From an optimization exercise on the open Yosys and OpenROAD flow, aimed at small area, a short achievable clock period and few clock cycles; shortcuts taken in it are not production practice.
Function was checked by simulation only, so behaviour that the tests miss may differ from the original.
No activity file was given, so power comes from the tool's default toggle rates.

--- flow/flow/run.sh ---
#!/bin/bash
# The standard layout, except that the port buffers are plain buffers
# (buffer_ports otherwise picks a delay cell, clkdlybuf4s50_1, for them).
set -euo pipefail
export BUFFER_PORTS_ARGS="-buffer_cell sky130_fd_sc_hd__buf_4"
bash standard.sh finish > make_finish.log 2>&1
--- flow/standard.sh ---
#!/bin/bash
# synth_recipe.tcl (not shown) runs the flow's synth.tcl, then flattens the netlist and writes it again
# the make line also repeats each setting of config.mk as NAME=value (left out here)
make -C /OpenROAD-flow-scripts/flow DESIGN_CONFIG=/design/flow/config.mk WORK_HOME=/design/flow/orfs CLKGATE_MAP_FILE= SYNTH_SCRIPT=/design/flow/synth_recipe.tcl "${@:-finish}"
--- flow/constraint.sdc ---
create_clock -name core_clock -period 5.0 [get_ports {clk}]
set_input_delay 1.0000 -clock core_clock [delete_from_list [all_inputs] [get_ports {clk}]]
set_output_delay 1.0000 -clock core_clock [all_outputs]
set_load 0.01 [all_outputs]
--- flow/design.v ---
`default_nettype    none
module subterranean_round
(
    input wire [256:0] a,
    input wire [32:0] din,
    output wire [256:0] o,
    output wire [31:0] dout
);
wire [256:0] a_after_chi_iota;
wire [256:0] a_after_theta;
assign a_after_chi_iota[0]     = ~(a[0]   ^   ((~a[1])     & a[2]));
assign a_after_chi_iota[254:1] = a[254:1] ^   ((~a[255:2]) & a[256:3]);
assign a_after_chi_iota[255]   = a[255]   ^   ((~a[256])   & a[0]);
assign a_after_chi_iota[256]   = a[256]   ^   ((~a[0])     & a[1]);
assign a_after_theta[12]  = a_after_chi_iota[12]  ^ a_after_chi_iota[15]  ^ a_after_chi_iota[20]  ^ din[0];
assign a_after_theta[56]  = a_after_chi_iota[56]  ^ a_after_chi_iota[59]  ^ a_after_chi_iota[64]  ^ din[1];
assign a_after_theta[90]  = a_after_chi_iota[90]  ^ a_after_chi_iota[93]  ^ a_after_chi_iota[98]  ^ din[2];
assign a_after_theta[163] = a_after_chi_iota[163] ^ a_after_chi_iota[166] ^ a_after_chi_iota[171] ^ din[3];
assign a_after_theta[161] = a_after_chi_iota[161] ^ a_after_chi_iota[164] ^ a_after_chi_iota[169] ^ din[4];
assign a_after_theta[66]  = a_after_chi_iota[66]  ^ a_after_chi_iota[69]  ^ a_after_chi_iota[74]  ^ din[5];
assign a_after_theta[51]  = a_after_chi_iota[51]  ^ a_after_chi_iota[54]  ^ a_after_chi_iota[59]  ^ din[6];
assign a_after_theta[238] = a_after_chi_iota[238] ^ a_after_chi_iota[241] ^ a_after_chi_iota[246] ^ din[7];
assign a_after_theta[254] = a_after_chi_iota[254] ^ a_after_chi_iota[0]   ^ a_after_chi_iota[5]   ^ din[8];
assign a_after_theta[243] = a_after_chi_iota[243] ^ a_after_chi_iota[246] ^ a_after_chi_iota[251] ^ din[9];
assign a_after_theta[106] = a_after_chi_iota[106] ^ a_after_chi_iota[109] ^ a_after_chi_iota[114] ^ din[10];
assign a_after_theta[152] = a_after_chi_iota[152] ^ a_after_chi_iota[155] ^ a_after_chi_iota[160] ^ din[11];
assign a_after_theta[24]  = a_after_chi_iota[24]  ^ a_after_chi_iota[27]  ^ a_after_chi_iota[32]  ^ din[12];
assign a_after_theta[112] = a_after_chi_iota[112] ^ a_after_chi_iota[115] ^ a_after_chi_iota[120] ^ din[13];
assign a_after_theta[180] = a_after_chi_iota[180] ^ a_after_chi_iota[183] ^ a_after_chi_iota[188] ^ din[14];
assign a_after_theta[69]  = a_after_chi_iota[69]  ^ a_after_chi_iota[72]  ^ a_after_chi_iota[77]  ^ din[15];
assign a_after_theta[65]  = a_after_chi_iota[65]  ^ a_after_chi_iota[68]  ^ a_after_chi_iota[73]  ^ din[16];
assign a_after_theta[132] = a_after_chi_iota[132] ^ a_after_chi_iota[135] ^ a_after_chi_iota[140] ^ din[17];
assign a_after_theta[102] = a_after_chi_iota[102] ^ a_after_chi_iota[105] ^ a_after_chi_iota[110] ^ din[18];
assign a_after_theta[219] = a_after_chi_iota[219] ^ a_after_chi_iota[222] ^ a_after_chi_iota[227] ^ din[19];
assign a_after_theta[251] = a_after_chi_iota[251] ^ a_after_chi_iota[254] ^ a_after_chi_iota[2]   ^ din[20];
assign a_after_theta[229] = a_after_chi_iota[229] ^ a_after_chi_iota[232] ^ a_after_chi_iota[237] ^ din[21];
assign a_after_theta[212] = a_after_chi_iota[212] ^ a_after_chi_iota[215] ^ a_after_chi_iota[220] ^ din[22];
assign a_after_theta[47]  = a_after_chi_iota[47]  ^ a_after_chi_iota[50]  ^ a_after_chi_iota[55]  ^ din[23];
assign a_after_theta[48]  = a_after_chi_iota[48]  ^ a_after_chi_iota[51]  ^ a_after_chi_iota[56]  ^ din[24];
assign a_after_theta[224] = a_after_chi_iota[224] ^ a_after_chi_iota[227] ^ a_after_chi_iota[232] ^ din[25];
assign a_after_theta[103] = a_after_chi_iota[103] ^ a_after_chi_iota[106] ^ a_after_chi_iota[111] ^ din[26];
assign a_after_theta[138] = a_after_chi_iota[138] ^ a_after_chi_iota[141] ^ a_after_chi_iota[146] ^ din[27];
assign a_after_theta[130] = a_after_chi_iota[130] ^ a_after_chi_iota[133] ^ a_after_chi_iota[138] ^ din[28];
assign a_after_theta[7]   = a_after_chi_iota[7]   ^ a_after_chi_iota[10]  ^ a_after_chi_iota[15]  ^ din[29];
assign a_after_theta[204] = a_after_chi_iota[204] ^ a_after_chi_iota[207] ^ a_after_chi_iota[212] ^ din[30];
assign a_after_theta[181] = a_after_chi_iota[181] ^ a_after_chi_iota[184] ^ a_after_chi_iota[189] ^ din[31];
assign a_after_theta[245] = a_after_chi_iota[245] ^ a_after_chi_iota[248] ^ a_after_chi_iota[253] ^ din[32];
assign a_after_theta[0] = a_after_chi_iota[0] ^ a_after_chi_iota[3] ^ a_after_chi_iota[8];
assign a_after_theta[36] = a_after_chi_iota[36] ^ a_after_chi_iota[39] ^ a_after_chi_iota[44];
assign a_after_theta[60] = a_after_chi_iota[60] ^ a_after_chi_iota[63] ^ a_after_chi_iota[68];
assign a_after_theta[72] = a_after_chi_iota[72] ^ a_after_chi_iota[75] ^ a_after_chi_iota[80];
assign a_after_theta[84] = a_after_chi_iota[84] ^ a_after_chi_iota[87] ^ a_after_chi_iota[92];
assign a_after_theta[96] = a_after_chi_iota[96] ^ a_after_chi_iota[99] ^ a_after_chi_iota[104];
assign a_after_theta[108] = a_after_chi_iota[108] ^ a_after_chi_iota[111] ^ a_after_chi_iota[116];
assign a_after_theta[120] = a_after_chi_iota[120] ^ a_after_chi_iota[123] ^ a_after_chi_iota[128];
assign a_after_theta[144] = a_after_chi_iota[144] ^ a_after_chi_iota[147] ^ a_after_chi_iota[152];
assign a_after_theta[156] = a_after_chi_iota[156] ^ a_after_chi_iota[159] ^ a_after_chi_iota[164];
assign a_after_theta[168] = a_after_chi_iota[168] ^ a_after_chi_iota[171] ^ a_after_chi_iota[176];
assign a_after_theta[192] = a_after_chi_iota[192] ^ a_after_chi_iota[195] ^ a_after_chi_iota[200];
assign a_after_theta[216] = a_after_chi_iota[216] ^ a_after_chi_iota[219] ^ a_after_chi_iota[224];
assign a_after_theta[228] = a_after_chi_iota[228] ^ a_after_chi_iota[231] ^ a_after_chi_iota[236];
assign a_after_theta[240] = a_after_chi_iota[240] ^ a_after_chi_iota[243] ^ a_after_chi_iota[248];
assign a_after_theta[252] = a_after_chi_iota[252] ^ a_after_chi_iota[255] ^ a_after_chi_iota[3];
assign a_after_theta[19] = a_after_chi_iota[19] ^ a_after_chi_iota[22] ^ a_after_chi_iota[27];
assign a_after_theta[31] = a_after_chi_iota[31] ^ a_after_chi_iota[34] ^ a_after_chi_iota[39];
assign a_after_theta[43] = a_after_chi_iota[43] ^ a_after_chi_iota[46] ^ a_after_chi_iota[51];
assign a_after_theta[55] = a_after_chi_iota[55] ^ a_after_chi_iota[58] ^ a_after_chi_iota[63];
assign a_after_theta[67] = a_after_chi_iota[67] ^ a_after_chi_iota[70] ^ a_after_chi_iota[75];
assign a_after_theta[79] = a_after_chi_iota[79] ^ a_after_chi_iota[82] ^ a_after_chi_iota[87];
assign a_after_theta[91] = a_after_chi_iota[91] ^ a_after_chi_iota[94] ^ a_after_chi_iota[99];
assign a_after_theta[115] = a_after_chi_iota[115] ^ a_after_chi_iota[118] ^ a_after_chi_iota[123];
assign a_after_theta[127] = a_after_chi_iota[127] ^ a_after_chi_iota[130] ^ a_after_chi_iota[135];
assign a_after_theta[139] = a_after_chi_iota[139] ^ a_after_chi_iota[142] ^ a_after_chi_iota[147];
assign a_after_theta[151] = a_after_chi_iota[151] ^ a_after_chi_iota[154] ^ a_after_chi_iota[159];
assign a_after_theta[175] = a_after_chi_iota[175] ^ a_after_chi_iota[178] ^ a_after_chi_iota[183];
assign a_after_theta[187] = a_after_chi_iota[187] ^ a_after_chi_iota[190] ^ a_after_chi_iota[195];
assign a_after_theta[199] = a_after_chi_iota[199] ^ a_after_chi_iota[202] ^ a_after_chi_iota[207];
assign a_after_theta[211] = a_after_chi_iota[211] ^ a_after_chi_iota[214] ^ a_after_chi_iota[219];
assign a_after_theta[223] = a_after_chi_iota[223] ^ a_after_chi_iota[226] ^ a_after_chi_iota[231];
assign a_after_theta[235] = a_after_chi_iota[235] ^ a_after_chi_iota[238] ^ a_after_chi_iota[243];
assign a_after_theta[247] = a_after_chi_iota[247] ^ a_after_chi_iota[250] ^ a_after_chi_iota[255];
assign a_after_theta[2] = a_after_chi_iota[2] ^ a_after_chi_iota[5] ^ a_after_chi_iota[10];
assign a_after_theta[14] = a_after_chi_iota[14] ^ a_after_chi_iota[17] ^ a_after_chi_iota[22];
assign a_after_theta[26] = a_after_chi_iota[26] ^ a_after_chi_iota[29] ^ a_after_chi_iota[34];
assign a_after_theta[38] = a_after_chi_iota[38] ^ a_after_chi_iota[41] ^ a_after_chi_iota[46];
assign a_after_theta[50] = a_after_chi_iota[50] ^ a_after_chi_iota[53] ^ a_after_chi_iota[58];
assign a_after_theta[62] = a_after_chi_iota[62] ^ a_after_chi_iota[65] ^ a_after_chi_iota[70];
assign a_after_theta[74] = a_after_chi_iota[74] ^ a_after_chi_iota[77] ^ a_after_chi_iota[82];
assign a_after_theta[86] = a_after_chi_iota[86] ^ a_after_chi_iota[89] ^ a_after_chi_iota[94];
assign a_after_theta[98] = a_after_chi_iota[98] ^ a_after_chi_iota[101] ^ a_after_chi_iota[106];
assign a_after_theta[110] = a_after_chi_iota[110] ^ a_after_chi_iota[113] ^ a_after_chi_iota[118];
assign a_after_theta[122] = a_after_chi_iota[122] ^ a_after_chi_iota[125] ^ a_after_chi_iota[130];
assign a_after_theta[134] = a_after_chi_iota[134] ^ a_after_chi_iota[137] ^ a_after_chi_iota[142];
assign a_after_theta[146] = a_after_chi_iota[146] ^ a_after_chi_iota[149] ^ a_after_chi_iota[154];
assign a_after_theta[158] = a_after_chi_iota[158] ^ a_after_chi_iota[161] ^ a_after_chi_iota[166];
assign a_after_theta[170] = a_after_chi_iota[170] ^ a_after_chi_iota[173] ^ a_after_chi_iota[178];
assign a_after_theta[182] = a_after_chi_iota[182] ^ a_after_chi_iota[185] ^ a_after_chi_iota[190];
assign a_after_theta[194] = a_after_chi_iota[194] ^ a_after_chi_iota[197] ^ a_after_chi_iota[202];
assign a_after_theta[206] = a_after_chi_iota[206] ^ a_after_chi_iota[209] ^ a_after_chi_iota[214];
assign a_after_theta[218] = a_after_chi_iota[218] ^ a_after_chi_iota[221] ^ a_after_chi_iota[226];
assign a_after_theta[230] = a_after_chi_iota[230] ^ a_after_chi_iota[233] ^ a_after_chi_iota[238];
assign a_after_theta[242] = a_after_chi_iota[242] ^ a_after_chi_iota[245] ^ a_after_chi_iota[250];
assign a_after_theta[9] = a_after_chi_iota[9] ^ a_after_chi_iota[12] ^ a_after_chi_iota[17];
assign a_after_theta[21] = a_after_chi_iota[21] ^ a_after_chi_iota[24] ^ a_after_chi_iota[29];
assign a_after_theta[33] = a_after_chi_iota[33] ^ a_after_chi_iota[36] ^ a_after_chi_iota[41];
assign a_after_theta[45] = a_after_chi_iota[45] ^ a_after_chi_iota[48] ^ a_after_chi_iota[53];
assign a_after_theta[57] = a_after_chi_iota[57] ^ a_after_chi_iota[60] ^ a_after_chi_iota[65];
assign a_after_theta[81] = a_after_chi_iota[81] ^ a_after_chi_iota[84] ^ a_after_chi_iota[89];
assign a_after_theta[93] = a_after_chi_iota[93] ^ a_after_chi_iota[96] ^ a_after_chi_iota[101];
assign a_after_theta[105] = a_after_chi_iota[105] ^ a_after_chi_iota[108] ^ a_after_chi_iota[113];
assign a_after_theta[117] = a_after_chi_iota[117] ^ a_after_chi_iota[120] ^ a_after_chi_iota[125];
assign a_after_theta[129] = a_after_chi_iota[129] ^ a_after_chi_iota[132] ^ a_after_chi_iota[137];
assign a_after_theta[141] = a_after_chi_iota[141] ^ a_after_chi_iota[144] ^ a_after_chi_iota[149];
assign a_after_theta[153] = a_after_chi_iota[153] ^ a_after_chi_iota[156] ^ a_after_chi_iota[161];
assign a_after_theta[165] = a_after_chi_iota[165] ^ a_after_chi_iota[168] ^ a_after_chi_iota[173];
assign a_after_theta[177] = a_after_chi_iota[177] ^ a_after_chi_iota[180] ^ a_after_chi_iota[185];
assign a_after_theta[189] = a_after_chi_iota[189] ^ a_after_chi_iota[192] ^ a_after_chi_iota[197];
assign a_after_theta[201] = a_after_chi_iota[201] ^ a_after_chi_iota[204] ^ a_after_chi_iota[209];
assign a_after_theta[213] = a_after_chi_iota[213] ^ a_after_chi_iota[216] ^ a_after_chi_iota[221];
assign a_after_theta[225] = a_after_chi_iota[225] ^ a_after_chi_iota[228] ^ a_after_chi_iota[233];
assign a_after_theta[237] = a_after_chi_iota[237] ^ a_after_chi_iota[240] ^ a_after_chi_iota[245];
assign a_after_theta[249] = a_after_chi_iota[249] ^ a_after_chi_iota[252] ^ a_after_chi_iota[0];
assign a_after_theta[4] = a_after_chi_iota[4] ^ a_after_chi_iota[7] ^ a_after_chi_iota[12];
assign a_after_theta[16] = a_after_chi_iota[16] ^ a_after_chi_iota[19] ^ a_after_chi_iota[24];
assign a_after_theta[28] = a_after_chi_iota[28] ^ a_after_chi_iota[31] ^ a_after_chi_iota[36];
assign a_after_theta[40] = a_after_chi_iota[40] ^ a_after_chi_iota[43] ^ a_after_chi_iota[48];
assign a_after_theta[52] = a_after_chi_iota[52] ^ a_after_chi_iota[55] ^ a_after_chi_iota[60];
assign a_after_theta[64] = a_after_chi_iota[64] ^ a_after_chi_iota[67] ^ a_after_chi_iota[72];
assign a_after_theta[76] = a_after_chi_iota[76] ^ a_after_chi_iota[79] ^ a_after_chi_iota[84];
assign a_after_theta[88] = a_after_chi_iota[88] ^ a_after_chi_iota[91] ^ a_after_chi_iota[96];
assign a_after_theta[100] = a_after_chi_iota[100] ^ a_after_chi_iota[103] ^ a_after_chi_iota[108];
assign a_after_theta[124] = a_after_chi_iota[124] ^ a_after_chi_iota[127] ^ a_after_chi_iota[132];
assign a_after_theta[136] = a_after_chi_iota[136] ^ a_after_chi_iota[139] ^ a_after_chi_iota[144];
assign a_after_theta[148] = a_after_chi_iota[148] ^ a_after_chi_iota[151] ^ a_after_chi_iota[156];
assign a_after_theta[160] = a_after_chi_iota[160] ^ a_after_chi_iota[163] ^ a_after_chi_iota[168];
assign a_after_theta[172] = a_after_chi_iota[172] ^ a_after_chi_iota[175] ^ a_after_chi_iota[180];
assign a_after_theta[184] = a_after_chi_iota[184] ^ a_after_chi_iota[187] ^ a_after_chi_iota[192];
assign a_after_theta[196] = a_after_chi_iota[196] ^ a_after_chi_iota[199] ^ a_after_chi_iota[204];
assign a_after_theta[208] = a_after_chi_iota[208] ^ a_after_chi_iota[211] ^ a_after_chi_iota[216];
assign a_after_theta[220] = a_after_chi_iota[220] ^ a_after_chi_iota[223] ^ a_after_chi_iota[228];
assign a_after_theta[232] = a_after_chi_iota[232] ^ a_after_chi_iota[235] ^ a_after_chi_iota[240];
assign a_after_theta[244] = a_after_chi_iota[244] ^ a_after_chi_iota[247] ^ a_after_chi_iota[252];
assign a_after_theta[256] = a_after_chi_iota[256] ^ a_after_chi_iota[2] ^ a_after_chi_iota[7];
assign a_after_theta[11] = a_after_chi_iota[11] ^ a_after_chi_iota[14] ^ a_after_chi_iota[19];
assign a_after_theta[23] = a_after_chi_iota[23] ^ a_after_chi_iota[26] ^ a_after_chi_iota[31];
assign a_after_theta[35] = a_after_chi_iota[35] ^ a_after_chi_iota[38] ^ a_after_chi_iota[43];
assign a_after_theta[59] = a_after_chi_iota[59] ^ a_after_chi_iota[62] ^ a_after_chi_iota[67];
assign a_after_theta[71] = a_after_chi_iota[71] ^ a_after_chi_iota[74] ^ a_after_chi_iota[79];
assign a_after_theta[83] = a_after_chi_iota[83] ^ a_after_chi_iota[86] ^ a_after_chi_iota[91];
assign a_after_theta[95] = a_after_chi_iota[95] ^ a_after_chi_iota[98] ^ a_after_chi_iota[103];
assign a_after_theta[107] = a_after_chi_iota[107] ^ a_after_chi_iota[110] ^ a_after_chi_iota[115];
assign a_after_theta[119] = a_after_chi_iota[119] ^ a_after_chi_iota[122] ^ a_after_chi_iota[127];
assign a_after_theta[131] = a_after_chi_iota[131] ^ a_after_chi_iota[134] ^ a_after_chi_iota[139];
assign a_after_theta[143] = a_after_chi_iota[143] ^ a_after_chi_iota[146] ^ a_after_chi_iota[151];
assign a_after_theta[155] = a_after_chi_iota[155] ^ a_after_chi_iota[158] ^ a_after_chi_iota[163];
assign a_after_theta[167] = a_after_chi_iota[167] ^ a_after_chi_iota[170] ^ a_after_chi_iota[175];
assign a_after_theta[179] = a_after_chi_iota[179] ^ a_after_chi_iota[182] ^ a_after_chi_iota[187];
assign a_after_theta[191] = a_after_chi_iota[191] ^ a_after_chi_iota[194] ^ a_after_chi_iota[199];
assign a_after_theta[203] = a_after_chi_iota[203] ^ a_after_chi_iota[206] ^ a_after_chi_iota[211];
assign a_after_theta[215] = a_after_chi_iota[215] ^ a_after_chi_iota[218] ^ a_after_chi_iota[223];
assign a_after_theta[227] = a_after_chi_iota[227] ^ a_after_chi_iota[230] ^ a_after_chi_iota[235];
assign a_after_theta[239] = a_after_chi_iota[239] ^ a_after_chi_iota[242] ^ a_after_chi_iota[247];
assign a_after_theta[6] = a_after_chi_iota[6] ^ a_after_chi_iota[9] ^ a_after_chi_iota[14];
assign a_after_theta[18] = a_after_chi_iota[18] ^ a_after_chi_iota[21] ^ a_after_chi_iota[26];
assign a_after_theta[30] = a_after_chi_iota[30] ^ a_after_chi_iota[33] ^ a_after_chi_iota[38];
assign a_after_theta[42] = a_after_chi_iota[42] ^ a_after_chi_iota[45] ^ a_after_chi_iota[50];
assign a_after_theta[54] = a_after_chi_iota[54] ^ a_after_chi_iota[57] ^ a_after_chi_iota[62];
assign a_after_theta[78] = a_after_chi_iota[78] ^ a_after_chi_iota[81] ^ a_after_chi_iota[86];
assign a_after_theta[114] = a_after_chi_iota[114] ^ a_after_chi_iota[117] ^ a_after_chi_iota[122];
assign a_after_theta[126] = a_after_chi_iota[126] ^ a_after_chi_iota[129] ^ a_after_chi_iota[134];
assign a_after_theta[150] = a_after_chi_iota[150] ^ a_after_chi_iota[153] ^ a_after_chi_iota[158];
assign a_after_theta[162] = a_after_chi_iota[162] ^ a_after_chi_iota[165] ^ a_after_chi_iota[170];
assign a_after_theta[174] = a_after_chi_iota[174] ^ a_after_chi_iota[177] ^ a_after_chi_iota[182];
assign a_after_theta[186] = a_after_chi_iota[186] ^ a_after_chi_iota[189] ^ a_after_chi_iota[194];
assign a_after_theta[198] = a_after_chi_iota[198] ^ a_after_chi_iota[201] ^ a_after_chi_iota[206];
assign a_after_theta[210] = a_after_chi_iota[210] ^ a_after_chi_iota[213] ^ a_after_chi_iota[218];
assign a_after_theta[222] = a_after_chi_iota[222] ^ a_after_chi_iota[225] ^ a_after_chi_iota[230];
assign a_after_theta[234] = a_after_chi_iota[234] ^ a_after_chi_iota[237] ^ a_after_chi_iota[242];
assign a_after_theta[246] = a_after_chi_iota[246] ^ a_after_chi_iota[249] ^ a_after_chi_iota[254];
assign a_after_theta[1] = a_after_chi_iota[1] ^ a_after_chi_iota[4] ^ a_after_chi_iota[9];
assign a_after_theta[13] = a_after_chi_iota[13] ^ a_after_chi_iota[16] ^ a_after_chi_iota[21];
assign a_after_theta[25] = a_after_chi_iota[25] ^ a_after_chi_iota[28] ^ a_after_chi_iota[33];
assign a_after_theta[37] = a_after_chi_iota[37] ^ a_after_chi_iota[40] ^ a_after_chi_iota[45];
assign a_after_theta[49] = a_after_chi_iota[49] ^ a_after_chi_iota[52] ^ a_after_chi_iota[57];
assign a_after_theta[61] = a_after_chi_iota[61] ^ a_after_chi_iota[64] ^ a_after_chi_iota[69];
assign a_after_theta[73] = a_after_chi_iota[73] ^ a_after_chi_iota[76] ^ a_after_chi_iota[81];
assign a_after_theta[85] = a_after_chi_iota[85] ^ a_after_chi_iota[88] ^ a_after_chi_iota[93];
assign a_after_theta[97] = a_after_chi_iota[97] ^ a_after_chi_iota[100] ^ a_after_chi_iota[105];
assign a_after_theta[109] = a_after_chi_iota[109] ^ a_after_chi_iota[112] ^ a_after_chi_iota[117];
assign a_after_theta[121] = a_after_chi_iota[121] ^ a_after_chi_iota[124] ^ a_after_chi_iota[129];
assign a_after_theta[133] = a_after_chi_iota[133] ^ a_after_chi_iota[136] ^ a_after_chi_iota[141];
assign a_after_theta[145] = a_after_chi_iota[145] ^ a_after_chi_iota[148] ^ a_after_chi_iota[153];
assign a_after_theta[157] = a_after_chi_iota[157] ^ a_after_chi_iota[160] ^ a_after_chi_iota[165];
assign a_after_theta[169] = a_after_chi_iota[169] ^ a_after_chi_iota[172] ^ a_after_chi_iota[177];
assign a_after_theta[193] = a_after_chi_iota[193] ^ a_after_chi_iota[196] ^ a_after_chi_iota[201];
assign a_after_theta[205] = a_after_chi_iota[205] ^ a_after_chi_iota[208] ^ a_after_chi_iota[213];
assign a_after_theta[217] = a_after_chi_iota[217] ^ a_after_chi_iota[220] ^ a_after_chi_iota[225];
assign a_after_theta[241] = a_after_chi_iota[241] ^ a_after_chi_iota[244] ^ a_after_chi_iota[249];
assign a_after_theta[253] = a_after_chi_iota[253] ^ a_after_chi_iota[256] ^ a_after_chi_iota[4];
assign a_after_theta[8] = a_after_chi_iota[8] ^ a_after_chi_iota[11] ^ a_after_chi_iota[16];
assign a_after_theta[20] = a_after_chi_iota[20] ^ a_after_chi_iota[23] ^ a_after_chi_iota[28];
assign a_after_theta[32] = a_after_chi_iota[32] ^ a_after_chi_iota[35] ^ a_after_chi_iota[40];
assign a_after_theta[44] = a_after_chi_iota[44] ^ a_after_chi_iota[47] ^ a_after_chi_iota[52];
assign a_after_theta[68] = a_after_chi_iota[68] ^ a_after_chi_iota[71] ^ a_after_chi_iota[76];
assign a_after_theta[80] = a_after_chi_iota[80] ^ a_after_chi_iota[83] ^ a_after_chi_iota[88];
assign a_after_theta[92] = a_after_chi_iota[92] ^ a_after_chi_iota[95] ^ a_after_chi_iota[100];
assign a_after_theta[104] = a_after_chi_iota[104] ^ a_after_chi_iota[107] ^ a_after_chi_iota[112];
assign a_after_theta[116] = a_after_chi_iota[116] ^ a_after_chi_iota[119] ^ a_after_chi_iota[124];
assign a_after_theta[128] = a_after_chi_iota[128] ^ a_after_chi_iota[131] ^ a_after_chi_iota[136];
assign a_after_theta[140] = a_after_chi_iota[140] ^ a_after_chi_iota[143] ^ a_after_chi_iota[148];
assign a_after_theta[164] = a_after_chi_iota[164] ^ a_after_chi_iota[167] ^ a_after_chi_iota[172];
assign a_after_theta[176] = a_after_chi_iota[176] ^ a_after_chi_iota[179] ^ a_after_chi_iota[184];
assign a_after_theta[188] = a_after_chi_iota[188] ^ a_after_chi_iota[191] ^ a_after_chi_iota[196];
assign a_after_theta[200] = a_after_chi_iota[200] ^ a_after_chi_iota[203] ^ a_after_chi_iota[208];
assign a_after_theta[236] = a_after_chi_iota[236] ^ a_after_chi_iota[239] ^ a_after_chi_iota[244];
assign a_after_theta[248] = a_after_chi_iota[248] ^ a_after_chi_iota[251] ^ a_after_chi_iota[256];
assign a_after_theta[3] = a_after_chi_iota[3] ^ a_after_chi_iota[6] ^ a_after_chi_iota[11];
assign a_after_theta[15] = a_after_chi_iota[15] ^ a_after_chi_iota[18] ^ a_after_chi_iota[23];
assign a_after_theta[27] = a_after_chi_iota[27] ^ a_after_chi_iota[30] ^ a_after_chi_iota[35];
assign a_after_theta[39] = a_after_chi_iota[39] ^ a_after_chi_iota[42] ^ a_after_chi_iota[47];
assign a_after_theta[63] = a_after_chi_iota[63] ^ a_after_chi_iota[66] ^ a_after_chi_iota[71];
assign a_after_theta[75] = a_after_chi_iota[75] ^ a_after_chi_iota[78] ^ a_after_chi_iota[83];
assign a_after_theta[87] = a_after_chi_iota[87] ^ a_after_chi_iota[90] ^ a_after_chi_iota[95];
assign a_after_theta[99] = a_after_chi_iota[99] ^ a_after_chi_iota[102] ^ a_after_chi_iota[107];
assign a_after_theta[111] = a_after_chi_iota[111] ^ a_after_chi_iota[114] ^ a_after_chi_iota[119];
assign a_after_theta[123] = a_after_chi_iota[123] ^ a_after_chi_iota[126] ^ a_after_chi_iota[131];
assign a_after_theta[135] = a_after_chi_iota[135] ^ a_after_chi_iota[138] ^ a_after_chi_iota[143];
assign a_after_theta[147] = a_after_chi_iota[147] ^ a_after_chi_iota[150] ^ a_after_chi_iota[155];
assign a_after_theta[159] = a_after_chi_iota[159] ^ a_after_chi_iota[162] ^ a_after_chi_iota[167];
assign a_after_theta[171] = a_after_chi_iota[171] ^ a_after_chi_iota[174] ^ a_after_chi_iota[179];
assign a_after_theta[183] = a_after_chi_iota[183] ^ a_after_chi_iota[186] ^ a_after_chi_iota[191];
assign a_after_theta[195] = a_after_chi_iota[195] ^ a_after_chi_iota[198] ^ a_after_chi_iota[203];
assign a_after_theta[207] = a_after_chi_iota[207] ^ a_after_chi_iota[210] ^ a_after_chi_iota[215];
assign a_after_theta[231] = a_after_chi_iota[231] ^ a_after_chi_iota[234] ^ a_after_chi_iota[239];
assign a_after_theta[255] = a_after_chi_iota[255] ^ a_after_chi_iota[1] ^ a_after_chi_iota[6];
assign a_after_theta[10] = a_after_chi_iota[10] ^ a_after_chi_iota[13] ^ a_after_chi_iota[18];
assign a_after_theta[22] = a_after_chi_iota[22] ^ a_after_chi_iota[25] ^ a_after_chi_iota[30];
assign a_after_theta[34] = a_after_chi_iota[34] ^ a_after_chi_iota[37] ^ a_after_chi_iota[42];
assign a_after_theta[46] = a_after_chi_iota[46] ^ a_after_chi_iota[49] ^ a_after_chi_iota[54];
assign a_after_theta[58] = a_after_chi_iota[58] ^ a_after_chi_iota[61] ^ a_after_chi_iota[66];
assign a_after_theta[70] = a_after_chi_iota[70] ^ a_after_chi_iota[73] ^ a_after_chi_iota[78];
assign a_after_theta[82] = a_after_chi_iota[82] ^ a_after_chi_iota[85] ^ a_after_chi_iota[90];
assign a_after_theta[94] = a_after_chi_iota[94] ^ a_after_chi_iota[97] ^ a_after_chi_iota[102];
assign a_after_theta[118] = a_after_chi_iota[118] ^ a_after_chi_iota[121] ^ a_after_chi_iota[126];
assign a_after_theta[142] = a_after_chi_iota[142] ^ a_after_chi_iota[145] ^ a_after_chi_iota[150];
assign a_after_theta[154] = a_after_chi_iota[154] ^ a_after_chi_iota[157] ^ a_after_chi_iota[162];
assign a_after_theta[166] = a_after_chi_iota[166] ^ a_after_chi_iota[169] ^ a_after_chi_iota[174];
assign a_after_theta[178] = a_after_chi_iota[178] ^ a_after_chi_iota[181] ^ a_after_chi_iota[186];
assign a_after_theta[190] = a_after_chi_iota[190] ^ a_after_chi_iota[193] ^ a_after_chi_iota[198];
assign a_after_theta[202] = a_after_chi_iota[202] ^ a_after_chi_iota[205] ^ a_after_chi_iota[210];
assign a_after_theta[214] = a_after_chi_iota[214] ^ a_after_chi_iota[217] ^ a_after_chi_iota[222];
assign a_after_theta[226] = a_after_chi_iota[226] ^ a_after_chi_iota[229] ^ a_after_chi_iota[234];
assign a_after_theta[250] = a_after_chi_iota[250] ^ a_after_chi_iota[253] ^ a_after_chi_iota[1];
assign a_after_theta[5] = a_after_chi_iota[5] ^ a_after_chi_iota[8] ^ a_after_chi_iota[13];
assign a_after_theta[17] = a_after_chi_iota[17] ^ a_after_chi_iota[20] ^ a_after_chi_iota[25];
assign a_after_theta[29] = a_after_chi_iota[29] ^ a_after_chi_iota[32] ^ a_after_chi_iota[37];
assign a_after_theta[41] = a_after_chi_iota[41] ^ a_after_chi_iota[44] ^ a_after_chi_iota[49];
assign a_after_theta[53] = a_after_chi_iota[53] ^ a_after_chi_iota[56] ^ a_after_chi_iota[61];
assign a_after_theta[77] = a_after_chi_iota[77] ^ a_after_chi_iota[80] ^ a_after_chi_iota[85];
assign a_after_theta[89] = a_after_chi_iota[89] ^ a_after_chi_iota[92] ^ a_after_chi_iota[97];
assign a_after_theta[101] = a_after_chi_iota[101] ^ a_after_chi_iota[104] ^ a_after_chi_iota[109];
assign a_after_theta[113] = a_after_chi_iota[113] ^ a_after_chi_iota[116] ^ a_after_chi_iota[121];
assign a_after_theta[125] = a_after_chi_iota[125] ^ a_after_chi_iota[128] ^ a_after_chi_iota[133];
assign a_after_theta[137] = a_after_chi_iota[137] ^ a_after_chi_iota[140] ^ a_after_chi_iota[145];
assign a_after_theta[149] = a_after_chi_iota[149] ^ a_after_chi_iota[152] ^ a_after_chi_iota[157];
assign a_after_theta[173] = a_after_chi_iota[173] ^ a_after_chi_iota[176] ^ a_after_chi_iota[181];
assign a_after_theta[185] = a_after_chi_iota[185] ^ a_after_chi_iota[188] ^ a_after_chi_iota[193];
assign a_after_theta[197] = a_after_chi_iota[197] ^ a_after_chi_iota[200] ^ a_after_chi_iota[205];
assign a_after_theta[209] = a_after_chi_iota[209] ^ a_after_chi_iota[212] ^ a_after_chi_iota[217];
assign a_after_theta[221] = a_after_chi_iota[221] ^ a_after_chi_iota[224] ^ a_after_chi_iota[229];
assign a_after_theta[233] = a_after_chi_iota[233] ^ a_after_chi_iota[236] ^ a_after_chi_iota[241];
generate
    genvar gen_j;
    for (gen_j = 0; gen_j < 257; gen_j = gen_j + 1) begin: pi_step
        assign o[gen_j] = a_after_theta[(12*gen_j) % 257];
    end
endgenerate
assign dout[0]  = a[1]   ^ a[256];
assign dout[1]  = a[176] ^ a[81];
assign dout[2]  = a[136] ^ a[121];
assign dout[3]  = a[35]  ^ a[222];
assign dout[4]  = a[249] ^ a[8];
assign dout[5]  = a[134] ^ a[123];
assign dout[6]  = a[197] ^ a[60];
assign dout[7]  = a[234] ^ a[23];
assign dout[8]  = a[64]  ^ a[193];
assign dout[9]  = a[213] ^ a[44];
assign dout[10] = a[223] ^ a[34];
assign dout[11] = a[184] ^ a[73];
assign dout[12] = a[2]   ^ a[255];
assign dout[13] = a[95]  ^ a[162];
assign dout[14] = a[15]  ^ a[242];
assign dout[15] = a[70]  ^ a[187];
assign dout[16] = a[241] ^ a[16];
assign dout[17] = a[11]  ^ a[246];
assign dout[18] = a[137] ^ a[120];
assign dout[19] = a[211] ^ a[46];
assign dout[20] = a[128] ^ a[129];
assign dout[21] = a[169] ^ a[88];
assign dout[22] = a[189] ^ a[68];
assign dout[23] = a[111] ^ a[146];
assign dout[24] = a[4]   ^ a[253];
assign dout[25] = a[190] ^ a[67];
assign dout[26] = a[30]  ^ a[227];
assign dout[27] = a[140] ^ a[117];
assign dout[28] = a[225] ^ a[32];
assign dout[29] = a[22]  ^ a[235];
assign dout[30] = a[17]  ^ a[240];
assign dout[31] = a[165] ^ a[92];
endmodule
`default_nettype    none
module subterranean_lwc
#(parameter ASYNC_RSTN = 0,
parameter G_PWIDTH = 32,
parameter G_SWIDTH = 32,
parameter G_SEGMENT_SIZE_BITS = 16,
parameter G_HASH_SIZE_WORDS = 8,
parameter G_TAG_SIZE_WORDS = 4
)
(
    input wire clk,
    input wire rst,
    input wire [(G_PWIDTH-1):0] pdi_data,
    input wire pdi_valid,
    output wire pdi_ready,
    input wire [(G_SWIDTH-1):0] sdi_data,
    input wire sdi_valid,
    output wire sdi_ready,
    output wire [(G_PWIDTH-1):0] do_data,
    output wire do_valid,
    input wire do_ready,
    output wire do_last
);
localparam P_IDLE = 4'd0,  P_NHDR = 4'd1,  P_NDAT = 4'd2,  P_AHDR = 4'd3,
           P_ADAT = 4'd4,  P_PHDR = 4'd5,  P_PDAT = 4'd6,  P_TAG  = 4'd7,
           P_THDR = 4'd8,  P_TDAT = 4'd9,  P_SQ   = 4'd10, P_STAT = 4'd11,
           P_HHDR = 4'd12, P_HDAT = 4'd13, P_INST = 4'd14;
function [31:0] bswap(input [31:0] x);
    bswap = {x[7:0], x[15:8], x[23:16], x[31:24]};
endfunction
reg [14:0] ph;          
reg [256:0] st;
reg [4:0] nr;           
reg nz;                 
reg [3:0] cnt;          
reg [15:0] len;         
reg lastw;              
reg [2:0] wsize;        
reg eot;
reg dec;
reg fail;
reg [1:0] bidx;         
reg hlast;              
reg [3:0] bsel;         
reg [3:0] bsel_n;
reg [3:0] mb;           
reg [3:0] mp;           
reg ms;                 
reg dsel;               
reg kw;                 
reg [4:0] padv;         
reg [1:0] sph;          
reg [1:0] kcnt;
reg kact;               
reg hfirst;             
reg spend;              
reg hpend;              
reg pinst_v, pinst_h;   
reg pv, pc;             
reg [32:0] o0, o1;
reg v0, v1;
reg prdy, srdy;         
reg m_key;              
reg m_word;             
reg m_hash;             
reg m_sq;               
reg m_t;                
reg dfull;              
reg [14:0] ph_n;
reg [4:0] nr_n;
reg [3:0] cnt_n;
reg [15:0] len_n;
reg lastw_n;
reg [2:0] wsize_n;
reg eot_n, dec_n, fail_n, kact_n, hfirst_n, nz_n, hlast_n, spend_n, hpend_n, pinst_v_n, pinst_h_n, nxt, nxh;
reg [1:0] bidx_n, sph_n, kcnt_n;
wire ptake = pdi_valid & prdy;
wire stake = sdi_valid & srdy;
wire qpush = (pdi_valid & pv) | pc;
wire [4:0] nr_dec = nz ? 5'd0 : (nr - 5'd1);
wire wr_ok = ~v1;
wire pop = v0 & do_ready;
wire [31:0] z;
wire [31:0] y;
wire hdr_le4 = (pdi_data[15:3] == 13'd0) && ((pdi_data[2] == 1'b0) || (pdi_data[1:0] == 2'b00));
wire [2:0] hdr_ws = hdr_le4 ? pdi_data[2:0] : 3'd4;
wire len_le8 = (len[15:4] == 12'd0) && ((len[3] == 1'b0) || (len[2:0] == 3'b000));
wire [2:0] len_ws = len_le8 ? (len[2:0] ^ 3'b100) : 3'd4;
always @(*) begin
    ph_n = ph;
    nr_n = nr_dec;
    nz_n = (nr[4:1] == 4'd0);
    hlast_n = hlast;
    cnt_n = cnt;
    len_n = len;
    lastw_n = lastw;
    wsize_n = wsize;
    eot_n = eot;
    dec_n = dec;
    fail_n = fail;
    kact_n = kact;
    hfirst_n = hfirst;
    spend_n = spend;
    hpend_n = hpend;
    pinst_v_n = pinst_v;
    pinst_h_n = pinst_h;
    bidx_n = bidx;
    bsel_n = bsel;
    sph_n = sph;
    kcnt_n = kcnt;
    if (stake) begin
        case (sph)
            2'd0 : sph_n = 2'd1;
            2'd1 : begin sph_n = 2'd2; kcnt_n = 2'd0; end
            default : begin
                kcnt_n = kcnt + 2'd1;
                if (kcnt == 2'd3) begin
                    sph_n = 2'd0;
                    kact_n = 1'b0;
                    nr_n = 5'd1;
                    nz_n = 1'b0;
                end
            end
        endcase
    end
        if (ph[P_IDLE] & ptake) begin
            hfirst_n = 1'b1;
            case (pdi_data[31:28])
                4'h7 : begin
                    kact_n = 1'b1;
                    begin ph_n[P_IDLE] = 1'b0; ph_n[P_INST] = 1'b1; end
                end
                4'h8 : begin ph_n[P_IDLE] = 1'b0; ph_n[P_HHDR] = 1'b1; end
                default : ;
            endcase
        end
        if (ph[P_INST] & ptake) begin
            dec_n = pdi_data[28];
            begin ph_n[P_INST] = 1'b0; ph_n[P_NHDR] = 1'b1; end
        end
        if (ph[P_NHDR] & ptake) begin
            cnt_n = 4'd4;
            begin ph_n[P_NHDR] = 1'b0; ph_n[P_NDAT] = 1'b1; end
        end
        if (ph[P_NDAT] & ptake) begin
            cnt_n = cnt - 4'd1;
            if (cnt == 4'd1) begin
                nr_n = 5'd9;
                nz_n = 1'b0;
                begin ph_n[P_NDAT] = 1'b0; ph_n[P_AHDR] = 1'b1; end
            end
        end
        if (ph[P_AHDR] & ptake) begin
            len_n = pdi_data[15:0];
            lastw_n = hdr_le4;
            wsize_n = hdr_ws;
            eot_n = pdi_data[25];
            if (pdi_data[15:0] == 16'd0) begin
                nr_n = nz ? 5'd1 : nr;
                nz_n = 1'b0;
                begin ph_n[P_AHDR] = 1'b0; ph_n[P_PHDR] = 1'b1; end
            end else
                begin ph_n[P_AHDR] = 1'b0; ph_n[P_ADAT] = 1'b1; end
        end
        if (ph[P_ADAT] & ptake) begin
            len_n = len - 16'd4;
                lastw_n = len_le8;
                wsize_n = len_ws;
            if (lastw) begin
                if (eot) begin
                    if (wsize == 3'd4) begin nr_n = 5'd1; nz_n = 1'b0; end
                    begin ph_n[P_ADAT] = 1'b0; ph_n[P_PHDR] = 1'b1; end
                end else
                    begin ph_n[P_ADAT] = 1'b0; ph_n[P_AHDR] = 1'b1; end
            end
        end
        if (ph[P_PHDR] & ptake) begin
            len_n = pdi_data[15:0];
            lastw_n = hdr_le4;
            wsize_n = hdr_ws;
            eot_n = pdi_data[25];
            if (pdi_data[15:0] == 16'd0) begin
                nr_n = nz ? 5'd9 : (nr + 5'd8);
                nz_n = 1'b0;
                ph_n[P_PHDR] = 1'b0;
                if (dec) ph_n[P_THDR] = 1'b1; else ph_n[P_TAG] = 1'b1;
            end else
                begin ph_n[P_PHDR] = 1'b0; ph_n[P_PDAT] = 1'b1; end
        end
        if (ph[P_PDAT] & ptake) begin
            len_n = len - 16'd4;
                lastw_n = len_le8;
                wsize_n = len_ws;
            if (lastw) begin
                if (eot) begin
                    nr_n = (wsize == 3'd4) ? 5'd9 : 5'd8;
                    nz_n = 1'b0;
                    ph_n[P_PDAT] = 1'b0;
                    if (dec) ph_n[P_THDR] = 1'b1; else ph_n[P_TAG] = 1'b1;
                end else
                    begin ph_n[P_PDAT] = 1'b0; ph_n[P_PHDR] = 1'b1; end
            end
        end
        if (ph[P_TAG] & wr_ok) begin
            cnt_n = 4'd4;
            begin ph_n[P_TAG] = 1'b0; ph_n[P_SQ] = 1'b1; end
        end
        if (ph[P_THDR] & ptake) begin
            cnt_n = 4'd4;
            begin ph_n[P_THDR] = 1'b0; ph_n[P_TDAT] = 1'b1; end
        end
        if (ph[P_TDAT] & ptake) begin
            if ((bswap(pdi_data) != z) && (cnt != 4'd1)) fail_n = 1'b1;
            cnt_n = cnt - 4'd1;
            if (cnt == 4'd1) begin ph_n[P_TDAT] = 1'b0; ph_n[P_IDLE] = 1'b1; spend_n = 1'b1; end
        end
        nxt = pinst_v | (ptake & ((pdi_data[31:28] == 4'h7) | (pdi_data[31:28] == 4'h8)));
        nxh = pinst_v ? pinst_h : (pdi_data[31:28] == 4'h8);
        if (ph[P_SQ] & ptake) begin
            pinst_v_n = nxt;
            pinst_h_n = nxh;
        end
        if (ph[P_SQ] & m_sq) begin
            cnt_n = cnt - 4'd1;
            if (cnt == 4'd1) begin
                ph_n[P_SQ] = 1'b0;
                spend_n = 1'b1;
                pinst_v_n = 1'b0;
                if (nxt) begin
                    hfirst_n = 1'b1;
                    if (nxh) ph_n[P_HHDR] = 1'b1;
                    else begin ph_n[P_INST] = 1'b1; kact_n = 1'b1; end
                end else
                    ph_n[P_IDLE] = 1'b1;
            end
        end
        if (spend & wr_ok) begin
            spend_n = 1'b0;
            fail_n = 1'b0;
        end else if (hpend & wr_ok)
            hpend_n = 1'b0;
        if (ph[P_HHDR] & ptake) begin
            hfirst_n = 1'b0;
            if (hfirst) hpend_n = 1'b1;
            len_n = pdi_data[15:0];
            lastw_n = hdr_le4;
            wsize_n = hdr_ws;
            eot_n = pdi_data[25];
            bidx_n = 2'd0;
            bsel_n = 4'b0001;
            hlast_n = (pdi_data[15:0] == 16'd1);
            if (pdi_data[15:0] == 16'd0) begin
                nr_n = nz ? 5'd10 : (nr + 5'd9);
                nz_n = 1'b0;
                cnt_n = 4'd8;
                begin ph_n[P_HHDR] = 1'b0; ph_n[P_SQ] = 1'b1; end
            end else
                begin ph_n[P_HHDR] = 1'b0; ph_n[P_HDAT] = 1'b1; end
        end
        if (ph[P_HDAT] & pdi_valid & m_hash) begin
            nr_n = 5'd1;
            nz_n = 1'b0;
            bidx_n = bidx + 2'd1;
            bsel_n = {bsel[2:0], bsel[3]};
            hlast_n = ((bidx + 3'd2) == wsize);
            if (ptake) begin
                bidx_n = 2'd0;
                bsel_n = 4'b0001;
                hlast_n = (len == 16'd5);
                len_n = len - 16'd4;
                lastw_n = len_le8;
                wsize_n = len_ws;
                if (lastw) begin
                    if (eot) begin
                        nr_n = 5'd11;
                        nz_n = 1'b0;
                        cnt_n = 4'd8;
                        begin ph_n[P_HDAT] = 1'b0; ph_n[P_SQ] = 1'b1; end
                    end else
                        begin ph_n[P_HDAT] = 1'b0; ph_n[P_HHDR] = 1'b1; end
                end
            end
        end
end
reg [32:0] pw;
always @(*) begin
    pw = 33'd0;
    if (spend)
        pw = {1'b1, fail ? 4'hF : 4'hE, 28'd0};
    else if (hpend)
        pw = {1'b0, 4'h9, 4'h3, 8'h00, 16'd32};
    else if (ph[P_PHDR])
        pw = {1'b0, dec ? 4'h4 : 4'h5, 2'b00, pdi_data[25], dec & pdi_data[25], 8'h00, pdi_data[15:0]};
    else if (ph[P_PDAT])
        pw = {lastw & eot, bswap(y)};
    else if (ph[P_TAG])
        pw = {1'b0, 32'h83000010};
    else if (ph[P_SQ])
        pw = {cnt == 4'd1, bswap(z)};
end
reg v0_n, v1_n;
always @(*) begin
    v0_n = v0;
    v1_n = v1;
    if (v1) begin
        if (pop) v1_n = 1'b0;
    end else if (qpush) begin
        if (v0 & ~pop) v1_n = 1'b1;
        else v0_n = 1'b1;
    end else if (pop) begin
        v0_n = 1'b0;
    end
end
wire wr_ok_n = ~v1_n;
reg prdy_n, m_word_n, m_hash_n, m_sq_n;
always @(*) begin
    prdy_n = 1'b0;
    m_word_n = 1'b0;
    m_hash_n = 1'b0;
    m_sq_n = 1'b0;
    prdy_n = (ph_n[P_SQ] & ~pinst_v_n) | ph_n[P_IDLE] | ph_n[P_INST] | ph_n[P_NHDR] | ph_n[P_AHDR] | ph_n[P_THDR]
           | ph_n[P_HHDR] | (ph_n[P_PHDR] & wr_ok_n & ~spend_n & ~hpend_n)
           | (ph_n[P_NDAT] & ~kact_n & nz_n)
           | ((ph_n[P_ADAT] | ph_n[P_TDAT]) & nz_n)
           | (ph_n[P_PDAT] & nz_n & wr_ok_n)
           | (ph_n[P_HDAT] & nz_n & hlast_n);
    m_word_n = ((ph_n[P_NDAT] & ~kact_n) | ph_n[P_ADAT] | (ph_n[P_PDAT] & wr_ok_n)) & nz_n;
    m_hash_n = ph_n[P_HDAT] & nz_n;
    m_sq_n = ph_n[P_SQ] & nz_n & wr_ok_n & ~spend_n & ~hpend_n;
end
wire srdy_n = (sph_n != 2'd2) | (kact_n & nz_n);
wire pv_n = prdy_n & (ph_n[P_PHDR] | ph_n[P_PDAT]);
wire pc_n = m_sq_n | ((ph_n[P_TAG] | spend_n | hpend_n) & wr_ok_n);
wire m_key_n = (sph_n == 2'd2) & kact_n & nz_n;
wire m_t_n = ph_n[P_TDAT] & nz_n;
wire kabs_n = (sph_n == 2'd2) & kact_n;
wire dfull_n = kabs_n | ph_n[P_NDAT];
wire [2:0] dsize_n = dfull_n ? 3'd4 : wsize_n;
wire [3:0] mb_n = {dsize_n == 3'd4, dsize_n >= 3'd3, dsize_n >= 3'd2, dsize_n >= 3'd1};
wire [3:0] mp_n = kabs_n ? 4'b0000 : mb_n;
reg [4:0] padv_n;
always @(*) begin
    case (dsize_n)
        3'd0 : padv_n = 5'b00001;
        3'd1 : padv_n = 5'b00010;
        3'd2 : padv_n = 5'b00100;
        3'd3 : padv_n = 5'b01000;
        default : padv_n = 5'b10000;
    endcase
end
always @(posedge clk) begin
    if (rst) begin
        ph <= 15'd1 << P_IDLE;
        nr <= 5'd0;
        nz <= 1'b1;
        sph <= 2'd0;
        kact <= 1'b0;
        spend <= 1'b0;
        hpend <= 1'b0;
        pinst_v <= 1'b0;
        fail <= 1'b0;
        v0 <= 1'b0;
        v1 <= 1'b0;
        prdy <= 1'b0;
        srdy <= 1'b0;
        m_key <= 1'b0;
        m_word <= 1'b0;
        m_hash <= 1'b0;
        m_sq <= 1'b0;
        pv <= 1'b0;
        pc <= 1'b0;
        m_t <= 1'b0;
        dfull <= 1'b0;
    end else begin
        ph <= ph_n;
        nr <= nr_n;
        nz <= nz_n;
        sph <= sph_n;
        kact <= kact_n;
        spend <= spend_n;
        hpend <= hpend_n;
        pinst_v <= pinst_v_n;
        fail <= fail_n;
        v0 <= v0_n;
        v1 <= v1_n;
        prdy <= prdy_n;
        srdy <= srdy_n;
        m_key <= m_key_n;
        m_word <= m_word_n;
        m_hash <= m_hash_n;
        m_sq <= m_sq_n;
        pv <= pv_n;
        pc <= pc_n;
        m_t <= m_t_n;
        dfull <= dfull_n;
    end
end
always @(posedge clk) begin
    cnt <= cnt_n;
    len <= len_n;
    lastw <= lastw_n;
    wsize <= wsize_n;
    eot <= eot_n;
    dec <= dec_n;
    bidx <= bidx_n;
    bsel <= bsel_n;
    mb <= mb_n;
    mp <= mp_n;
    ms <= kabs_n;
    dsel <= dec_n & ph_n[P_PDAT];
    kw <= m_key_n | m_word_n;
    padv <= padv_n;
    hlast <= hlast_n;
    kcnt <= kcnt_n;
    hfirst <= hfirst_n;
    pinst_h <= pinst_h_n;
end
always @(posedge clk) begin
    if (v1) begin
        if (pop) o0 <= o1;
    end else if (qpush) begin
        if (v0 & ~pop) o1 <= pw;
        else o0 <= pw;
    end
end
wire [256:0] st_next;
reg [32:0] din;
wire [31:0] mask = {{8{mb[3]}}, {8{mb[2]}}, {8{mb[1]}}, {8{mb[0]}}};
wire [31:0] x = (bswap(pdi_data) & {{8{mp[3]}}, {8{mp[2]}}, {8{mp[1]}}, {8{mp[0]}}})
              | (bswap(sdi_data) & {32{ms}});
assign y = (z ^ x) & mask;
wire [7:0] hbyte = (pdi_data[31:24] & {8{bsel[0]}}) | (pdi_data[23:16] & {8{bsel[1]}})
                 | (pdi_data[15:8] & {8{bsel[2]}}) | (pdi_data[7:0] & {8{bsel[3]}});
always @(*) begin
    din[31:0] = ((dsel ? y : x) & {32{kw}}) | {24'd0, hbyte & {8{m_hash}}};
    din[32] = kw & padv[4];
    din[0] = din[0] | (kw ? padv[0] : ~m_hash);
    din[8] = din[8] | (kw ? padv[1] : m_hash);
    din[16] = din[16] | (kw & padv[2]);
    din[24] = din[24] | (kw & padv[3]);
end
subterranean_round round (
    .a(st),
    .din(din),
    .o(st_next),
    .dout(z)
);
wire do_round = ~nz | (sdi_valid & m_key) | (pdi_valid & (m_word | m_hash | m_t)) | m_sq;
wire init = (ptake & ph[P_IDLE])
          | (ph[P_SQ] & m_sq & (cnt == 4'd1)
             & (pinst_v | (ptake & ((pdi_data[31:28] == 4'h7) | (pdi_data[31:28] == 4'h8)))));
always @(posedge clk) begin
    if (init)
        st <= 257'd0;
    else if (do_round)
        st <= st_next;
end
assign pdi_ready = prdy;
assign sdi_ready = srdy;
assign do_data = o0[31:0];
assign do_last = o0[32];
assign do_valid = v0;
endmodule
--- flow/config.mk ---
export PLATFORM = sky130hd
export DESIGN_NAME = subterranean_lwc
export DESIGN_NICKNAME = subterranean_lwc
export VERILOG_FILES = /design/flow/design.v
export SDC_FILE = /design/flow/constraint.sdc
export NUM_CORES = 4
export LEC_CHECK = 0
export ABC_CLOCK_PERIOD_IN_PS = 2000
export CAP_MARGIN = 20
export CORE_MARGIN = 2
export CORE_UTILIZATION = 40
export CTS_CLUSTER_DIAMETER = 100
export CTS_CLUSTER_SIZE = 24
export SETUP_SLACK_MARGIN = 2.8
export SLEW_MARGIN = 20
export TNS_END_PERCENT = 5
==> run_results.csv, run 1 <==
group,metric,value,unit
cells_and_area,finish.instance_area,31460,um^2
synthesis,synth.net_count,3236,
cells_and_area,non_filler_instances,4109,
job,maxCapViolations,0,
global_routing,grt.total_usage,0.2760,
cells_and_area,final_layout_size_suffix_gt1_frac,0.1137,
sta,fmax,369.4,MHz
floorplan,die_width,265.9,um
sta,grt_setup_unrepaired,"true",
drt,drt_drc_violations_left,0,
global_routing,via_count_of_the_first_global_routing_pass,21820,
place,detailed_place_hpwl,74510,um
cells_and_area,final_nets,3291,
drt,ant_nets,0,
synthesis,synth.yosys.seq_area_share,0.3306,
global_routing,antenna_found_initial,1,
drt,detail_route.wl_per_cell,24.41,um
synthesis,synth_ff_type,"dfxtp_1",
power_and_ir_drop,peakVddDrop,0.3888,mV
synthesis,post_synthesis_async_set_or_reset_flop_share,0,
sta,hold_viol_final,0,
power_and_ir_drop,clockPowerShare,0.085,
global_routing,grt_use_met2,0.4216,
floorplan,num_rows,96,
global_routing,global_route_wire_length_before_repair,146700,um
synthesis,yosys-top-cells-area,"dfxtp_1 25%, xnor2_1 23%, edfxtp_1 8.5%",
cells_and_area,layout-area-overhead-vs-synth,14.69,%
synthesis,post_synthesis_cell_area,27430,um^2
power_and_ir_drop,cell_internal_pwr,13.62,mW
sta,final_setup_skew,50.25,ps
drt,post_drt_via_cell_ratio,5.725,
critical_path,setup.worst_path.class,"input port to flop",
place,gp_congestion,0.9885,
sta,relSlewSlack,0.3127,
global_routing,use_met3,0.04750,
power_and_ir_drop,net_switching_power_figure,13.97,mW
clock_network,holdBufCountCts,0,
critical_path,cp_data_arrival_time,3170,ps
sta,hold_slack,481.1,ps
synthesis,netlist.area_leader.share,0.2452,
cells_and_area,insertedDiodeCount,0,
sta,final.setup.tns,0,ps
synthesis,netlist_instances,3158,
power_and_ir_drop,p_seq_frac,0.227,
floorplan,floorplan.initialDensity,0.4020,
critical_path,worst_setup_path_start_kind,"input port",
place,place_inst,4001,
drt,detail_route.first_pass.iterations,6,
place,port_buffers,104,
clock_network,numClockSinks,414,
place,placedInstanceArea,29010,um^2
clock_network,clk_pin_slew,90,ps
synthesis,synth_edf_count,78,
global_routing,grtUsageMet1,0.3870,
clock_network,htree_num_levels,1,
floorplan,die_y,265.9,um
sta,timing.final.setup_violations,0,
clock_network,cts_root_buf,"clkbuf_16",
power_and_ir_drop,power_frac_comb,0.688,
clock_network,cts_inserted_buffers,24,
critical_path,timing.critical_path.required,5470,ps
synthesis,synth.yosys.warnings,1,
floorplan,floorplan.die_area,70680,um^2
floorplan,ioPinCount,105,
synthesis,yosysTopAreaCell,"dfxtp_1",
clock_network,cts_max_path_buffers,3,
synthesis,syn_area_per_cell,8.685,um^2
critical_path,cp-end-kind,"flop",
sta,slew_viol_final,0,
cells_and_area,postLayoutCoreUtil,0.4611,
power_and_ir_drop,static-leakage-power,10.36,nW
global_routing,grt_overflow,0,
critical_path,maximum_fanout_count_along_the_critical_path,7,
drt,vias,23530,
synthesis,synth-seq-cells,414,
sta,post-route-min-period,2707,ps
sta,post-route-period-util,0.5414,
synthesis,yosys.cell_types.count,79,
sta,tightest_pin_transition,1028,ps
outcome,run_status,"no timing/DRC/antenna violations",
power_and_ir_drop,pwr_density_cell,877.1,nW/um^2
hold_path,min_path_type,"flop to flop",
drt,drt_first_iter_violations,2580,
clock_network,clock_latency,610,ps
drt,final_routed_wirelength,100300,um
clock_network,clock_tree_from_tritoncts,"yes",
power_and_ir_drop,power.switching_fraction,0.5064,
global_routing,global_route.peak_usage_layer,"met2",
global_routing,grt_max_degree,134,
floorplan,placeableCoreArea,68230,um^2
## flip-flops by register name, indices dropped and copies added, names as in the netlist, 5 cells and up
register	count
padv	5
o0	33
nr	5
len	16
st	257
o1	33
ph	14
## placed cells by master (no fill, tap or decap), types with 27 or more instances in the layout
cell / Yosys / final
a211oi_1: 233 / 233
a21oi_1: 87 / 81
a22oi_1: 65 / 64
buf_4: 0 / 150
clkbuf_16: 0 / 28
dfxtp_1: 336 / 317
edfxtp_1: 78 / 78
nand2_1: 149 / 143
nand2b_1: 146 / 144
nand3_1: 30 / 27
nor2_1: 358 / 351
nor2b_1: 149 / 149
o21ai_0: 55 / 51
o22ai_1: 75 / 73
o31ai_1: 34 / 34
xnor2_1: 732 / 725
xor2_1: 161 / 146
## logic make-up after synthesis
| group | Yosys count | synth area share |
|---|---|---|
| AO/OA/AOI/OAI | 657 | 0.1663 |
| XOR/XNOR | 895 | 0.2868 |
| adder cells (fa/ha/maj) | 9 | 0.004106 |
| buffers and inverters | 198 | 0.02751 |
| flip-flops | 414 | 0.3306 |
| multiplexers | 32 | 0.01218 |
| AND/OR/NAND/NOR | 953 | 0.1724 |
## synthesized netlist by cell type (all sizes together) (65+ instances only)
cell type,count
xor2,161
clkbuf,160
o22ai,75
a211oi,233
nor2,358
xnor2,732
a21oi,88
nand2b,146
edfxtp,78
a22oi,65
nand2,149
nor2b,149
dfxtp,336
## worst max-delay path, cell delays in order
cell and delay, ps:
buf_6 140, or4_4 490, or4_4 630, buf_6 160, o311ai_4 340, or3_1 230, a211o_1 120, o22ai_1 60
## worst paths after layout
path	from	end	slack [ps]	cells after the start
worst max register to register	ph[5]$_SDFF_PP0_	mb[3]$_DFF_P_	2450	8
worst max-delay path	pdi_data[10]	pv$_SDFF_PP0_	2290	8
worst min register to register	hfirst$_SDFF_PP0_	hfirst$_SDFF_PP0_	480	2
worst min-delay path	hfirst$_SDFF_PP0_	hfirst$_SDFF_PP0_	480	2
## repair_timing
| item | CTS | global route |
|---|---|---|
| pin swaps | 24 | 19 |
| setup endpoints to repair | 402 | 399 |
| resized for setup | 110 | 57 |
| cloned | 12 | 2 |
| buffers inserted | 47 | 7 |
## through the flow
| stage | total power, mW | setup WS (ps) |
|---|---|---|
| 2_1_floorplan | 19.02 | 1916 |
| 3_3_place_gp | 24.35 | 1551 |
| 3_5_place_dp | 24.36 | 1547 |
| 4_1_cts | 27.06 | 2381 |
| 5_1_grt | 28.92 | 2257 |
| 6_report | 27.59 | 2293 |
## power by group through the flow
stage / Clock (mW) / Combinational, mW / Sequential, mW
CTS: 2.39 / 18.5 / 6.14
global route: 2.49 / 20.1 / 6.36
detailed placement: 0 / 18.2 / 6.20
floorplan: 0 / 13.6 / 5.40
global placement: 0 / 18.1 / 6.20
finish: 2.35 / 19.0 / 6.27
## final cells by class
cell class | instances | area (um^2)
multi-input cells | 2547 | 18220
clock inverters | 7 | 121.4
flip-flops and latches | 414 | 9097
well taps | 882 | 1104
repair buffers | 198 | 2108
inverters | 28 | 108.9
clock buffers | 33 | 696.9
fillers | 6656 | 36770
## per-layer routing
metal,up-vias,routed length (um)
met2,1058,42970
met1,11290,43390
met3,181,9578
met4,2,4362
met5,-,8
li1,10990,-
Testbench counts, summed over its fixed seeds: cycles 13,182.
==> run 2: changes to the inputs <==
--- a/flow/config.mk
+++ b/flow/config.mk
@@ -7,3 +7,3 @@
 export LEC_CHECK = 0
-export ABC_CLOCK_PERIOD_IN_PS = 2000
+export ABC_CLOCK_PERIOD_IN_PS = 1800
 export CAP_MARGIN = 20
@@ -13,3 +13,3 @@
 export CTS_CLUSTER_SIZE = 24
-export SETUP_SLACK_MARGIN = 2.8
+export SETUP_SLACK_MARGIN = 3.2
 export SLEW_MARGIN = 20
==> run 2 against run 1 <==
Critical endpoint is now nr[4]$_SDFF_PP0_. Sequential share of layout area is 0.48 points lower. Clock skew increased by 1.3 ps. First-iteration DRC count grew 12%. Still clean on timing, DRC and antenna. Sequential cell count unchanged.
==> run_results.csv, run 2 <==
group,metric,value,unit
cells_and_area,layout.filler_cells,6536,
synthesis,netlist_instances,3158,
cells_and_area,postLayoutCoreUtil,0.4733,
power_and_ir_drop,pwr_density_cell,867.4,nW/um^2
sta,grt_setup_unrepaired,"true",
synthesis,yosys-top-cells-area,"dfxtp_1 25%, xnor2_1 23%, edfxtp_1 8.5%",
sta,post-route-period-util,0.5332,
place,detailed_place_hpwl,74510,um
cells_and_area,final_layout_size_suffix_gt1_frac,0.1417,
clock_network,numClockSinks,414,
synthesis,synthTopCellsByCount,"732 x xnor2_1, 358 x nor2_1, 336 x dfxtp_1",
place,dp_worst_slack,1547,ps
critical_path,setup.worst_path.class,"input port to flop",
floorplan,ioPinCount,105,
sta,post-route-min-period,2666,ps
hold_path,worstHoldStart,"hfirst$_SDFF_PP0_",
drt,detail_route.first_pass.iterations,6,
critical_path,maximum_fanout_count_along_the_critical_path,6,
critical_path,reg2reg_setup_slack,2470,ps
clock_network,holdBufCountCts,0,
synthesis,synth_edf_count,78,
drt,drt_drc_violations_left,0,
cells_and_area,layout-area-overhead-vs-synth,17.72,%
global_routing,use_met3,0.04621,
synthesis,post_synthesis_cell_area,27430,um^2
cells_and_area,final_common_cell,"xnor2_1",
global_routing,via_count_of_the_first_global_routing_pass,21830,
cells_and_area,largest_register_ff_count,257,
critical_path,reg2reg_depth,7,
sta,hold_viol_final,0,
global_routing,grt_overflow,0,
global_routing,grt_max_degree,134,
drt,vias,23820,
global_routing,global_route_wire_length_before_repair,147700,um
place,port_buffers,104,
floorplan,die_y,265.9,um
global_routing,global_route.peak_usage_layer,"met2",
power_and_ir_drop,cell_internal_pwr,13.87,mW
place,place_inst,4001,
place,placedInstanceArea,29010,um^2
global_routing,antenna_found_initial,1,
outcome,run_status,"no timing/DRC/antenna violations",
sta,tightest_pin_transition,1037,ps
power_and_ir_drop,p_seq_frac,0.229,
drt,post_drt_via_cell_ratio,5.760,
cells_and_area,largest_registers_in_the_final_layout,"st x257, o0 x33, o1 x33",
sta,fmax,375.1,MHz
power_and_ir_drop,net_switching_power_figure,14.14,mW
global_routing,grt_use_met2,0.4259,
power_and_ir_drop,power.switching_fraction,0.5048,
power_and_ir_drop,static-leakage-power,10.65,nW
power_and_ir_drop,peakVddDrop,0.3748,mV
hold_path,hold_end,"hfirst$_SDFF_PP0_",
critical_path,rr_startpoint,"kcnt[0]$_SDFFCE_PP0P_",
hold_path,min_path_type,"flop to flop",
critical_path,cp-end-kind,"flop",
critical_path,timing.critical_path.required,5490,ps
synthesis,netlist.area_leader.share,0.2452,
synthesis,yosys.cell_count.top_type,"xnor2_1",
power_and_ir_drop,power_frac_comb,0.687,
floorplan,num_rows,96,
floorplan,floorplan.initialDensity,0.4020,
power_and_ir_drop,clockPowerShare,0.084,
drt,drt_first_iter_violations,2877,
global_routing,grt.total_usage,0.2782,
place,gp_congestion,0.9885,
floorplan,placeableCoreArea,68230,um^2
synthesis,synth.yosys.warnings,1,
clock_network,htree_num_levels,1,
clock_network,cts_root_buf,"clkbuf_16",
critical_path,worstReg2RegEnd,"pv$_SDFF_PP0_",
floorplan,die_width,265.9,um
cells_and_area,most-common-layout-cells,"716 x xnor2_1, 350 x nor2_1, 278 x dfxtp_1",
drt,detail_route.wl_per_cell,24.63,um
drt,final_routed_wirelength,101900,um
sta,final.setup.tns,0,ps
clock_network,cts_inserted_buffers,24,
cells_and_area,non_filler_instances,4136,
synthesis,yosys.cell_types.count,79,
synthesis,synth.net_count,3236,
sta,timing.final.setup_violations,0,
global_routing,grtUsageMet1,0.3928,
synthesis,synth-seq-cells,414,
hold_path,hold_path_depth,2,
synthesis,syn_area_per_cell,8.685,um^2
synthesis,yosysTopAreaCell,"dfxtp_1",
clock_network,cts_max_path_buffers,3,
sta,setup_ws,2334,ps
clock_network,clock_latency,610,ps
job,maxCapViolations,0,
clock_network,clock_tree_from_tritoncts,"yes",
synthesis,post_synthesis_async_set_or_reset_flop_share,0,
cells_and_area,final_nets,3318,
cells_and_area,insertedDiodeCount,0,
synthesis,synth_ff_type,"dfxtp_1",
cells_and_area,regMostFlops,"st",
sta,slew_viol_final,0,
floorplan,floorplan.die_area,70680,um^2
cells_and_area,finish.instance_area,32290,um^2
drt,ant_nets,0,
synthesis,synth.yosys.seq_area_share,0.3306,
sta,relSlewSlack,0.3068,
critical_path,cp_data_arrival_time,3160,ps
critical_path,worst_setup_path_start_kind,"input port",
sta,final_setup_skew,51.56,ps
clock_network,clk_pin_slew,100,ps
[run 2: changes by cell type in the layout (fill, tap and decap cells not counted), sizes merged]
cell	change
buf	+25
bufbuf	+2
[run 2: kinds of logic (layout without fill, tap and decap cells)]
| group | count (synthesis) | in the layout | synth area share |
|---|---|---|---|
| buffers and inverters | 198 | 293 | 0.02751 |
| DFF | 414 | 414 | 0.3306 |
| muxes | 32 | 32 | 0.01218 |
| and+or+nand+nor | 953 | 954 | 0.1724 |
| AOI/OAI and AO/OA | 657 | 657 | 0.1663 |
| xor gates and xnor gates | 895 | 895 | 0.2868 |
| adders and majority gates | 9 | 9 | 0.004106 |
[run 2: worst max path at each step]
| stage | start | end | slack (ps) | depth (start not counted) |
|---|---|---|---|---|
| 2_1_floorplan | pdi_data[0] | nr[1]$_SDFF_PP0_ | 1920 | 8 |
| 3_3_place_gp | pdi_data[3] | prdy$_SDFF_PP0_ | 1550 | 7 |
| 3_5_place_dp | pdi_data[3] | prdy$_SDFF_PP0_ | 1550 | 7 |
| 4_1_cts | pdi_data[5] | nr[4]$_SDFF_PP0_ | 2370 | 9 |
| 5_1_grt | pdi_data[2] | m_hash$_SDFF_PP0_ | 2290 | 9 |
| 6_report | pdi_data[2] | nr[4]$_SDFF_PP0_ | 2330 | 9 |
[run 2: layer usage]
metal  share of wire  up-vias  routed length, um
li1                -    11040                  -
met1            0.43    11420              43500
met2            0.43     1156              44060
met3           0.096      210               9801
met4           0.044        2               4486
met5         0.00011        -                 11
[run 2: metrics by stage]
step / total power, mW / hold slack (ps)
2_1_floorplan: 19.02 / 440.2
3_3_place_gp: 24.35 / 450.5
3_5_place_dp: 24.36 / 460.2
4_1_cts: 27.14 / 483.5
5_1_grt: 29.33 / 515.4
6_report: 28.01 / 489.5
[run 2: worst max-delay path, stage by stage]
cell,delay (ps)
buf_12,110
or4_4,530
or4_4,630
buf_6,160
o311ai_4,310
buf_4,180
buf_6,80
a21o_1,100
a21oi_2,50
[run 2: power by group through the flow]
stage	logic (mW)	registers (mW)	clock network, mW
after floorplan	13.6	5.40	0
after global placement	18.1	6.20	0
after detailed placement	18.2	6.20	0
after CTS	18.6	6.15	2.39
after global routing	20.3	6.51	2.50
final	19.2	6.42	2.35
[run 2: layout make-up]
cell class	instances	area (um^2)	area share
multi-input cells	2547	18620	0.5768
flip-flops and latches	414	9184	0.2844
repair buffers	225	2451	0.07591
well taps	882	1104	0.03418
clock buffers	33	696.9	0.02158
clock inverters	7	121.4	0.003759
inverters	28	108.9	0.003371
[run 2: timing repair]
| action | 4_1_cts | 5_1_grt |
|---|---|---|
| cloned | 17 | 3 |
| pin swaps | 25 | 35 |
| setup endpoints to repair | 475 | 504 |
| resized for setup | 116 | 173 |
| hold endpoints to repair | 0 | 0 |
| setup buffers | 45 | 30 |

Setup slack of run 2, layout unchanged: 2.334 ns with ideal ports, 2.351 ns with driving cells assumed (clock clkbuf_16, inputs buf_2), 1.699 ns with port delays also shifted by the 0.652 ns mid clock arrival.
